This design comes from an exercise in tuning for small area on the open sky130 flow, not from production work.
The RTL was checked by simulation tests, not by an equivalence proof against the original design.
No activity file was given, so power comes from the tool's default toggle rates.

== oak ==
==> flow/design.v (excerpt) <==
module tenthirty(
    input clk,
    input rst_n,  
    input btn_m,  
    input btn_r,  
    output reg [7:0] seg7_sel,
    output reg [7:0] seg7,    
    output reg [7:0] seg7_l,  
    output reg [2:0] led  
);
==> flow/config.mk <==
export PLATFORM = sky130hd
export DESIGN_NAME = tenthirty
export DESIGN_NICKNAME = tenthirty
export VERILOG_FILES = /design/flow/design.v
export SDC_FILE = /design/flow/constraint.sdc
export NUM_CORES = 4
export LEC_CHECK = 0
export ABC_AREA = 1
export CAP_MARGIN = 0
export CORE_MARGIN = 2
export CORE_UTILIZATION = 65
export CTS_BUF_LIST = sky130_fd_sc_hd__clkbuf_8
export SLEW_MARGIN = 0
==> flow/constraint.sdc <==
create_clock -name core_clock -period 10.0 [get_ports {clk}]
set_input_delay 2.0000 -clock core_clock [delete_from_list [all_inputs] [get_ports {clk}]]
set_output_delay 2.0000 -clock core_clock [all_outputs]
set_load 0.01 [all_outputs]
standard.sh (not shown) runs the stock make flow with config.mk's settings and CLKGATE_MAP_FILE= SYNTH_SCRIPT=/design/flow/synth_recipe.tcl, a recipe that flattens the netlist after the stock synthesis.
==> flow/flow/run.sh <==
#!/bin/bash
# Own layout flow: the standard layout, with
#  - synthesis through flow/synth.tcl (the standard flow's synthesis script with an area
#    oriented ABC script, flow/abc.script, and no adder extraction), and
#  - sky130_fd_sc_hd__buf_1 as the port buffers.
set -euo pipefail
W=$(pwd)
export OWN_ABC_SCRIPT=$W/flow/abc.script
bash standard.sh synth "SYNTH_SCRIPT=$W/flow/synth.tcl" > $W/own_synth.log 2>&1
bash standard.sh finish "BUFFER_PORTS_ARGS=-buffer_cell sky130_fd_sc_hd__buf_1" > $W/own_layout.log 2>&1
==> flow/flow/abc.script <==
strash
&get -n
&deepsyn -T 60
&put
dch -f
amap
topo
==> flow/flow/synth.tcl <==
# The standard flow's synthesis script (synth_recipe.tcl), with the combinational logic
# mapped for area by flow/abc.script and without ORFS's adder extraction.
proc synth {args} { yosys synth -nofsm -noshare {*}$args }
proc abc {args} {
  set i [lsearch -exact $args -script]
  if {$i >= 0} { lset args [expr {$i + 1}] $::env(OWN_ABC_SCRIPT) }
  yosys abc {*}$args
}
set ::env(ADDER_MAP_FILE) ""
source $::env(SCRIPTS_DIR)/synth.tcl
# left out here: clear keep_hierarchy, flatten, clean up, hide names made inside functions, write 1_2_yosys.v
oak completed; timing, DRC and antenna clean
Edits applied to the flow inputs when going from oak to birch:
- CAP_MARGIN: 0 -> 20
- SLEW_MARGIN: 0 -> 20
Notes after the runs:
Diff oak -> birch: path depth of the worst reg2reg path barely changed; clock network fraction of total power barely changed.
oak and birch ended up with roughly the same sequential share of layout area.
Diff birch..oak | cell count | unchanged
birch and oak ended up with nearly the same fraction of power consumed by combinational cells.
Any difference in final number of hold-violating endpoints between oak and birch is small enough to ignore.
Reported for birch and oak, met1 track demand over resource turned out identical to the last digit.
Comparing oak against birch, there is no change at all in leakage power of the design.
The clock net sink count was comparable across birch and oak.
birch -> oak: stage delay of the slowest cell on the critical path flat


Setup of v6:
tenthirty again, from the RTL that the note above started with.
export LEC_CHECK = 0
export ABC_AREA = 1
export CAP_MARGIN = 0
export CORE_MARGIN = 2
export CORE_UTILIZATION = 65
export CTS_BUF_LIST = sky130_fd_sc_hd__clkbuf_8
export SLEW_MARGIN = 0
create_clock -name core_clock -period 10.0 [get_ports {clk}]
==> flow/flow/run.sh <==
#!/bin/bash
# Own layout flow: the standard layout, with
#  - synthesis through flow/synth.tcl (the standard flow's synthesis script with an area
#    oriented ABC script, flow/abc.script, and no adder extraction), and
#  - sky130_fd_sc_hd__buf_1 as the port buffers.
set -euo pipefail
W=$(pwd)
export OWN_ABC_SCRIPT=$W/flow/abc.script
bash standard.sh synth "SYNTH_SCRIPT=$W/flow/synth.tcl" > $W/own_synth.log 2>&1
bash standard.sh finish "BUFFER_PORTS_ARGS=-buffer_cell sky130_fd_sc_hd__buf_1" "CTS_ARGS=-sink_clustering_enable -repair_clock_nets -buf_list sky130_fd_sc_hd__clkbuf_8 -dont_use_dummy_load" > $W/own_layout.log 2>&1
Scripts as last shown in full above: flow/flow/abc.script, flow/flow/synth.tcl
--- input diff v6..v7 ---
Settings: GPL_TIMING_DRIVEN newly set to 0.
Notes after the runs:
- Compared v7 against v6; part of the total power dissipated in sequential elements within noise.
- Compared v7 against v6; total power within noise.
- Hold-critical path depth: v7 vs v6 down 1
- For v6 and v7, there was not a single run that failed to finish clean.
- The more densely filled core belongs to v6, not v7.
- Delta (v7 minus v6): clock network power comparable, aggregate routed wire length now smaller, shortest period the worst path allows now larger.


Another version of the RTL of tenthirty (not shown whole).
For scale: roughly 530 cells after synthesis, about 55 flip-flops, ~31 I/O pins, roughly 0.0036 sq mm of cells after synthesis.
export LEC_CHECK = 0
export ABC_AREA = 1
export CAP_MARGIN = 20
export CORE_MARGIN = 2
export CORE_UTILIZATION = 40
export CTS_BUF_LIST = sky130_fd_sc_hd__clkbuf_8
export CTS_CLUSTER_DIAMETER = 20
export CTS_CLUSTER_SIZE = 8
export SLEW_MARGIN = 20
create_clock -name core_clock -period 10.0 [get_ports {clk}]
==> flow/flow/run.sh <==
#!/bin/bash
# Own layout flow: the standard layout, with
#  - synthesis through flow/synth.tcl (the standard flow's synthesis script with an area
#    oriented ABC script, flow/abc.script, and no adder extraction), and
#  - sky130_fd_sc_hd__buf_1 as the port buffers.
set -euo pipefail
W=$(pwd)
export OWN_ABC_SCRIPT=$W/flow/abc.script
bash standard.sh synth "SYNTH_SCRIPT=$W/flow/synth.tcl" > $W/own_synth.log 2>&1
bash standard.sh finish "BUFFER_PORTS_ARGS=-buffer_cell sky130_fd_sc_hd__buf_1" > $W/own_layout.log 2>&1
==> flow/flow/abc.script <==
strash
balance -l; resub -K 6 -l; rewrite -l; resub -K 6 -N 2 -l; refactor -l; resub -K 8 -l; balance -l; resub -K 8 -N 2 -l; rewrite -l; resub -K 10 -l; rewrite -z -l; resub -K 10 -N 2 -l; balance -l; resub -K 12 -l; refactor -z -l; resub -K 12 -N 2 -l; rewrite -z -l; balance -l
dch -f
amap
topo
Scripts as last shown in full above: flow/flow/synth.tcl
Then changed:
CORE_UTILIZATION = 65   (was 40)
CTS_CLUSTER_DIAMETER = not set   (was 20)
CTS_CLUSTER_SIZE = not set   (was 8)
The new run went through all stages and came out clean.
Clock skew rises by 4.6 ps.
Worst setup slack got worse by 140 ps.
Synthesized cell count does not change.
Synthesized area does not change.
Global-route usage rises by 9.7 points.
Wire length falls by a few percent.
First-iteration DRC count rises by about a fifth.
Core utilization rises by 27 points.

-- port drivers added, routing unchanged --
The results above use ideal ports. As a check the final layouts listed here were re-extracted and re-timed, cells and wires unchanged.
Step 1, drivers: a clkbuf_16 drives clk and a buf_2 each remaining input, both assumed.
Step 2, shift: input delay + t, output delay - t, t = (earliest + latest rising clock arrival at the registers) / 2. This alone moves slack from input paths to output paths.
Slacks: ideal ports / drivers / drivers and shift; pairs: ideal ports / drivers.
run | shift t [ns] | setup slack, ns | hold slack, ns | slew at the worst register clock pin (ns) | cell pins on the clock port's net
oak | 0.338 | 3.841 / 3.841 / 3.841 | 0.474 / 0.474 / 0.474 | 0.09 / 0.09 | 1
birch | 0.338 | 3.841 / 3.841 / 3.841 | 0.474 / 0.474 / 0.474 | 0.09 / 0.09 | 1
v6 | 0.324 | 3.912 / 3.912 / 3.912 | 0.470 / 0.470 / 0.470 | 0.09 / 0.09 | 1
v7 | 0.323 | 3.602 / 3.602 / 3.602 | 0.467 / 0.467 / 0.467 | 0.09 / 0.09 | 1
the first run of note 3 | 0.340 | 3.769 / 3.769 / 3.769 | 0.472 / 0.472 / 0.472 | 0.10 / 0.10 | 1
the second run of note 3 | 0.329 | 3.626 / 3.626 / 3.626 | 0.472 / 0.472 / 0.472 | 0.10 / 0.10 | 1
After both steps setup and hold are still met in every run listed.
